What follows belongs to an exercise in optimizing a design on an open flow for small area, a short achievable clock period and few clock cycles; a production flow would make more cautious choices. The RTL was checked by simulation tests, not by an equivalence proof against the original design. Power is estimated from default activity; no workload was simulated.

== the previous run ==
==> flow/design.v <==
module ram(
input wire clock,
input wire reset,
input wire we,             
input wire [5:0] wa,       
input wire [31:0] wd,      
input wire ext_we,         
input wire [5:0] ra,       
input wire [63:0] rsel,    
output wire [31:0] rd,     
output wire rvalid,        
output wire wvalid,        
output wire wnext          
);
reg [31:0] mem [0:63];
reg [6:0] hw;
always @(posedge clock) begin
    if (we) mem[wa] <= wd;
end
always @(posedge clock) begin
    if (reset) hw <= 7'd0;
    else if (ext_we & wnext) hw <= hw + 7'd1;
end
wire [63:0] wl = rsel;
reg [31:0] rdo;
integer i;
always @(*) begin
    rdo = 32'b0;
    for (i = 0; i < 64; i = i + 1)
        rdo = rdo | ({32{wl[i]}} & mem[i]);
end
assign rd = rdo;
assign rvalid = {1'b0, ra} < hw;
assign wvalid = {1'b0, wa} < hw;
assign wnext = {1'b0, wa} == hw;
endmodule
module alu(
input [31:0] aluA,
input [31:0] aluB,
input [15:0] valC,
input op_irm,
input op_add,
input op_sub,
input op_and,
input op_xor,
input en,                    
output [31:0] valE
);
wire [31:0] sum = aluA + aluB + {31'b0, op_sub};
assign valE = ({32{en & op_irm}} & {16'b0, valC}) |
              ({32{en & (op_add | op_sub)}} & sum) |
              ({32{en & op_and}} & (aluA & aluB)) |
              ({32{en & op_xor}} & (aluA ^ aluB));
endmodule
module regfile(
    input wire clock,
    input wire [5:0] we,        
    input wire [31:0] wd,
    input wire [5:0] selA,      
    input wire [5:0] selB,
    output wire [31:0] valA,
    output wire [31:0] valB,
    output reg [31:0] r0,
    output reg [31:0] r1,
    output reg [31:0] r2,
    output reg [31:0] r3,
    output reg [31:0] r4,
    output reg [31:0] r5
);
always @(posedge clock) begin
    if (we[0]) r0 <= wd;
    if (we[1]) r1 <= wd;
    if (we[2]) r2 <= wd;
    if (we[3]) r3 <= wd;
    if (we[4]) r4 <= wd;
    if (we[5]) r5 <= wd;
end
assign valA = ({32{selA[0]}} & r0) | ({32{selA[1]}} & r1) | ({32{selA[2]}} & r2) |
              ({32{selA[3]}} & r3) | ({32{selA[4]}} & r4) | ({32{selA[5]}} & r5);
assign valB = ({32{selB[0]}} & r0) | ({32{selB[1]}} & r1) | ({32{selB[2]}} & r2) |
              ({32{selB[3]}} & r3) | ({32{selB[4]}} & r4) | ({32{selB[5]}} & r5);
endmodule
module lsu #(parameter K = 4) (
input clock,
input clr,                  
input st_req,               
input [5:0] st_a,
input [31:0] st_d,
output st_stall,            
input drain_en,             
output drain_v,
output [5:0] drain_a,
output [31:0] drain_d,
input [5:0] ld_a,           
output ld_hit,
output [31:0] ld_d
);
reg [K-1:0] v;
reg [5:0] a [0:K-1];
reg [31:0] d [0:K-1];
assign st_stall = st_req & v[K-1];
wire st_go = st_req & ~v[K-1];
wire [K-1:0] drn1 = v & ~{1'b0, v[K-1:1]};
wire [K-1:0] drained = {K{drain_en}} & drn1;
wire [K-1:0] v_dr = v & ~drained;
integer i;
always @(posedge clock) begin
    if (clr) v <= {K{1'b0}};
    else if (st_go) v <= {v_dr[K-2:0], 1'b1};
    else v <= v_dr;
    if (st_go) begin
        a[0] <= st_a;
        d[0] <= st_d;
        for (i = 1; i < K; i = i + 1) begin
            a[i] <= a[i-1];
            d[i] <= d[i-1];
        end
    end
end
wire [K-1:0] ld_m;
genvar j;
generate for (j = 0; j < K; j = j + 1) begin : g
    assign ld_m[j] = v[j] & (a[j] == ld_a);
end endgenerate
reg [5:0] da;
reg [31:0] dd, ldd;
reg found;
integer k;
always @(*) begin
    da = 6'b0; dd = 32'b0;
    for (k = 0; k < K; k = k + 1) begin
        da = da | ({6{drn1[k]}} & a[k]);
        dd = dd | ({32{drn1[k]}} & d[k]);
    end
    ldd = 32'b0; found = 1'b0;
    for (k = 0; k < K; k = k + 1) begin
        if (ld_m[k] & ~found) begin
            ldd = d[k];
            found = 1'b1;
        end
    end
end
assign drain_v = |v;
assign drain_a = da;
assign drain_d = dd;
assign ld_hit = |ld_m;
assign ld_d = ldd;
endmodule
module processor(
    input wire clock,
    input wire reset,           
    input wire[8:0] addr,       
    input wire wEn,             
    input wire[31:0] wDat,      
    input wire working,
    output [31:0] r0,
    output [31:0] r1,
    output [31:0] r2,
    output [31:0] r3,
    output [31:0] r4,
    output [31:0] r5,
    output reg halted
);
    localparam SPEC = 1;        
    wire run_en = SPEC ? 1'b1 : working;
    reg [5:0] pc;
    reg wr_v, wr_ext;
    reg [5:0] wr_a;
    reg [31:0] wr_d;
    reg fb_v;
    reg [31:0] fb;
    reg ir_v;
    reg [31:0] opA, opB;
    reg op_irm, op_add, op_sub, op_and, op_xor, op_lw, op_sw, op_halt;
    reg [5:0] ra_oh, rb_oh;
    reg [15:0] valC;
    reg m_act;
    reg [5:0] lw_addr;
    reg [5:0] lw_dst;
    wire drain_v;
    wire [5:0] drain_a;
    wire [31:0] drain_d;
    wire [5:0] mem_ra = m_act ? lw_addr : pc;
    reg [63:0] rsel;            
    wire [31:0] rd;
    wire rvalid, wvalid, wnext;
    ram inst_ram(
        .clock(clock), .reset(reset),
        .we(wr_v), .wa(wr_a), .wd(wr_d), .ext_we(wr_v & wr_ext),
        .ra(mem_ra), .rsel(rsel), .rd(rd), .rvalid(rvalid), .wvalid(wvalid), .wnext(wnext)
    );
    wire restart = wr_v & wr_ext & wvalid;
    reg reset_r, working_r;
    always @(posedge clock) begin
        reset_r <= reset;
        working_r <= working & ~reset;
    end
    wire clr = reset_r | restart;
    wire wr_hit_ld = wr_v & (wr_a == lw_addr);
    wire wr_hit_pc = wr_v & (wr_a == pc);
    always @(posedge clock) begin
        if (reset) wr_v <= 1'b0;
        else if (~working) wr_v <= wEn;
        else wr_v <= drain_v & ~restart;
        wr_ext <= ~working;
        wr_a <= working ? drain_a : addr[5:0];
        wr_d <= working ? drain_d : wDat;
    end
    wire [31:0] valA, valB;
    wire [5:0] rf_we;
    wire [31:0] rf_wd;
    wire [5:0] fa_oh = 6'b1 << fb[23:20];
    wire [5:0] fb_oh = 6'b1 << fb[19:16];
    regfile inst_regfile(
        .clock(clock), .we(rf_we), .wd(rf_wd),
        .selA(fa_oh), .selB(fb_oh), .valA(valA), .valB(valB),
        .r0(r0), .r1(r1), .r2(r2), .r3(r3), .r4(r4), .r5(r5)
    );
    wire [31:0] valE;
    alu inst_alu(
        .aluA(opA), .aluB(opB), .valC(valC),
        .op_irm(op_irm), .op_add(op_add), .op_sub(op_sub), .op_and(op_and),
        .op_xor(op_xor), .en(~m_act & ~clr), .valE(valE)
    );
    wire [5:0] ea = opB[5:0] + valC[5:0];      
    wire e_act = ir_v & ~m_act & run_en;
    wire st_stall;
    wire e_go = e_act & ~op_halt & ~st_stall;
    wire e_wb = op_irm | op_add | op_sub | op_and | op_xor;
    wire [5:0] e_dst = op_irm ? rb_oh : ra_oh;
    wire ld_hit;
    wire [31:0] ld_d;
    lsu #(.K(4)) inst_lsu(
        .clock(clock), .clr(clr),
        .st_req(e_act & op_sw), .st_a(ea), .st_d(opA), .st_stall(st_stall),
        .drain_en(working & ~restart), .drain_v(drain_v), .drain_a(drain_a), .drain_d(drain_d),
        .ld_a(lw_addr), .ld_hit(ld_hit), .ld_d(ld_d)
    );
    wire wr_ok = wr_hit_ld & (~wr_ext | wnext | working_r);
    wire m_go = m_act & (ld_hit | wr_ok | (rvalid & ~wr_hit_ld) | working_r);
    assign rf_we = {6{clr}} | (m_act ? ({6{m_go}} & lw_dst) : ({6{e_go & e_wb}} & e_dst));
    wire [31:0] ld_val = ld_hit ? ld_d : wr_hit_ld ? wr_d : rd;
    assign rf_wd = ({32{m_act & ~clr}} & ld_val) | valE;
    wire ir_load = fb_v & ~m_act & run_en & (~ir_v | e_go);
    wire f_halt = ir_load & (fb == 32'h0) & (~ir_v | ~op_lw);
    wire f_go = ~m_act & run_en & (~fb_v | ir_load) & (rvalid | working_r) & ~wr_hit_pc;
    always @(posedge clock) begin
        if (clr) begin
            pc <= 6'd0;
            fb_v <= 1'b0;
            ir_v <= 1'b0;
            m_act <= 1'b0;
        end
        else begin
            if (f_go) begin
                pc <= pc + 6'd1;
                fb_v <= 1'b1;
            end
            else if (ir_load)
                fb_v <= 1'b0;
            if (ir_load)
                ir_v <= 1'b1;
            else if (e_go)
                ir_v <= 1'b0;
            if (e_go & op_lw)
                m_act <= 1'b1;
            else if (m_go)
                m_act <= 1'b0;
        end
    end
    wire [63:0] dec_pc = 64'b1 << pc;
    wire [63:0] dec_ea = 64'b1 << ea;
    always @(posedge clock) begin
        if (f_go) fb <= rd;
        if (ir_load) begin
            op_irm  <= (fb[31:24] == 8'h10);
            op_add  <= (fb[31:24] == 8'h20);
            op_sub  <= (fb[31:24] == 8'h21);
            op_and  <= (fb[31:24] == 8'h32);
            op_xor  <= (fb[31:24] == 8'h33);
            op_lw   <= (fb[31:24] == 8'h40);
            op_sw   <= (fb[31:24] == 8'h41);
            op_halt <= (fb == 32'h0);
            ra_oh   <= fa_oh;
            rb_oh   <= fb_oh;
            valC    <= fb[15:0];
            opA <= (e_go & e_wb & |(e_dst & fa_oh)) ? valE : valA;
            opB <= ((e_go & e_wb & |(e_dst & fb_oh)) ? valE : valB) ^ {32{fb[31:24] == 8'h21}};
        end
        else if (m_go) begin
            if (|(lw_dst & ra_oh)) opA <= ld_val;
            if (|(lw_dst & rb_oh)) opB <= ld_val ^ {32{op_sub}};
        end
        if (clr) rsel <= 64'b1;
        else if (e_go & op_lw) rsel <= dec_ea;
        else if (m_act & ~m_go) rsel <= rsel;
        else if (f_go) rsel <= {dec_pc[62:0], dec_pc[63]};
        else rsel <= dec_pc;
        if (e_go & op_lw) begin
            lw_addr <= ea;
            lw_dst <= ra_oh;
        end
    end
    always @(posedge clock) begin
        if (reset) halted <= 1'b0;
        else if (working & ~restart & ~reset_r & ((e_act & op_halt) | f_halt)) halted <= 1'b1;
    end
endmodule
clock: 10.0 ns
lec_check: 0
abc_clock_period_in_ps: 3500
cap_margin: 30
core_margin: 2
core_utilization: 40
cts_cluster_diameter: 80
cts_cluster_size: 30
slew_margin: 30
standard.sh (not shown) runs the stock make flow with config.mk's settings and CLKGATE_MAP_FILE= SYNTH_SCRIPT=/design/flow/synth_recipe.tcl, a recipe that flattens the netlist after the stock synthesis.
==> flow/flow/run.sh <==
#!/bin/bash
# Own flow: the standard layout (standard.sh, ORFS unchanged, standard synthesis),
# with a larger setup-slack target for ORFS's timing repair and clock tree
# synthesis without dummy loads, and buf_2 as the port buffers. Each run's full output goes to a log file here.
set -euo pipefail
bash standard.sh \
  SETUP_SLACK_MARGIN=6.6 \
  "BUFFER_PORTS_ARGS=-buffer_cell sky130_fd_sc_hd__buf_2" \
  "CTS_ARGS=-sink_clustering_enable -repair_clock_nets -sink_clustering_size 30 -sink_clustering_max_diameter 80 -dont_use_dummy_load" \
  finish > flow_finish.log 2>&1
Testbench counts of the previous run, summed over its fixed seeds: cycles 11,458.
The inputs of the current run differ from those of the previous run as listed below.
--- a/flow/design.v
+++ b/flow/design.v
@@ -44,11 +44,11 @@
 input op_and,
 input op_xor,
 input en,                    
 output [31:0] valE
 );
-wire [31:0] sum = aluA + aluB + {31'b0, op_sub};
+wire [31:0] sum = aluA + (aluB ^ {32{op_sub}}) + {31'b0, op_sub};
 assign valE = ({32{en & op_irm}} & {16'b0, valC}) |
               ({32{en & (op_add | op_sub)}} & sum) |
               ({32{en & op_and}} & (aluA & aluB)) |
               ({32{en & op_xor}} & (aluA ^ aluB));
 endmodule
@@ -283,15 +283,15 @@
             op_halt <= (fb == 32'h0);
             ra_oh   <= fa_oh;
             rb_oh   <= fb_oh;
             valC    <= fb[15:0];
             opA <= (e_go & e_wb & |(e_dst & fa_oh)) ? valE : valA;
-            opB <= ((e_go & e_wb & |(e_dst & fb_oh)) ? valE : valB) ^ {32{fb[31:24] == 8'h21}};
+            opB <= (e_go & e_wb & |(e_dst & fb_oh)) ? valE : valB;
         end
         else if (m_go) begin
             if (|(lw_dst & ra_oh)) opA <= ld_val;
-            if (|(lw_dst & rb_oh)) opB <= ld_val ^ {32{op_sub}};
+            if (|(lw_dst & rb_oh)) opB <= ld_val;
         end
         if (clr) rsel <= 64'b1;
         else if (e_go & op_lw) rsel <= dec_ea;
         else if (m_act & ~m_go) rsel <= rsel;
         else if (f_go) rsel <= {dec_pc[62:0], dec_pc[63]};
### Flow results
When the current run is measured against the previous run, its adder and majority cell fraction of the synthesized area turns out 0.34 points higher.
Comparing the two runs side by side, the current run comes out behind the previous run on first-iteration DRC count.
The current run: number of distinct library cells after synthesis is 8 higher than what the previous run reported.
Looking at the previous run and the current run, the worst hold slack is a wash.
The current run has data arrival time of the worst path above what the previous run had.
Diff the previous run -> the current run: smallest setup slack after layout went down by 0.059 ns; combinational share of power went up by 1.7 points; total of plain and repair buffers excluding clock buffers went down by 2.4%.
Wire length after detailed routing of the current run falls short of that of the previous run by a few percent.
The current run completed end to end with timing, DRC and antenna clean.
Testbench counts of the current run, summed over its fixed seeds: cycles 11,458.

-- separate check: timing with driven ports --
Ports are ideal in the flow. The routed layouts listed here were re-timed in OpenROAD.
Step 1 sets driving cells, clkbuf_16 on the clock port and buf_2 on the other inputs (assumed; they add their load-dependent delay and slew).
Step 2 also shifts input and output timing later by t, the mid clock arrival at the registers, as if the neighbouring blocks saw the same clock.
a / b / c = ideal ports / drivers / drivers and shift; a / b = the first two.
| run | t, ns | setup slack, ns | worst setup path after step 2 |
|---|---|---|---|
| the previous run | 0.887 | 6.413 / 6.311 / 6.215 | input to register |
| the current run | 0.909 | 6.353 / 6.353 / 6.004 | input to register |
After both steps setup and hold are still met in every run listed. For the current run, which loses most, drivers alone change the setup slack by 0.000 ns; drivers and shift together by -0.349 ns.
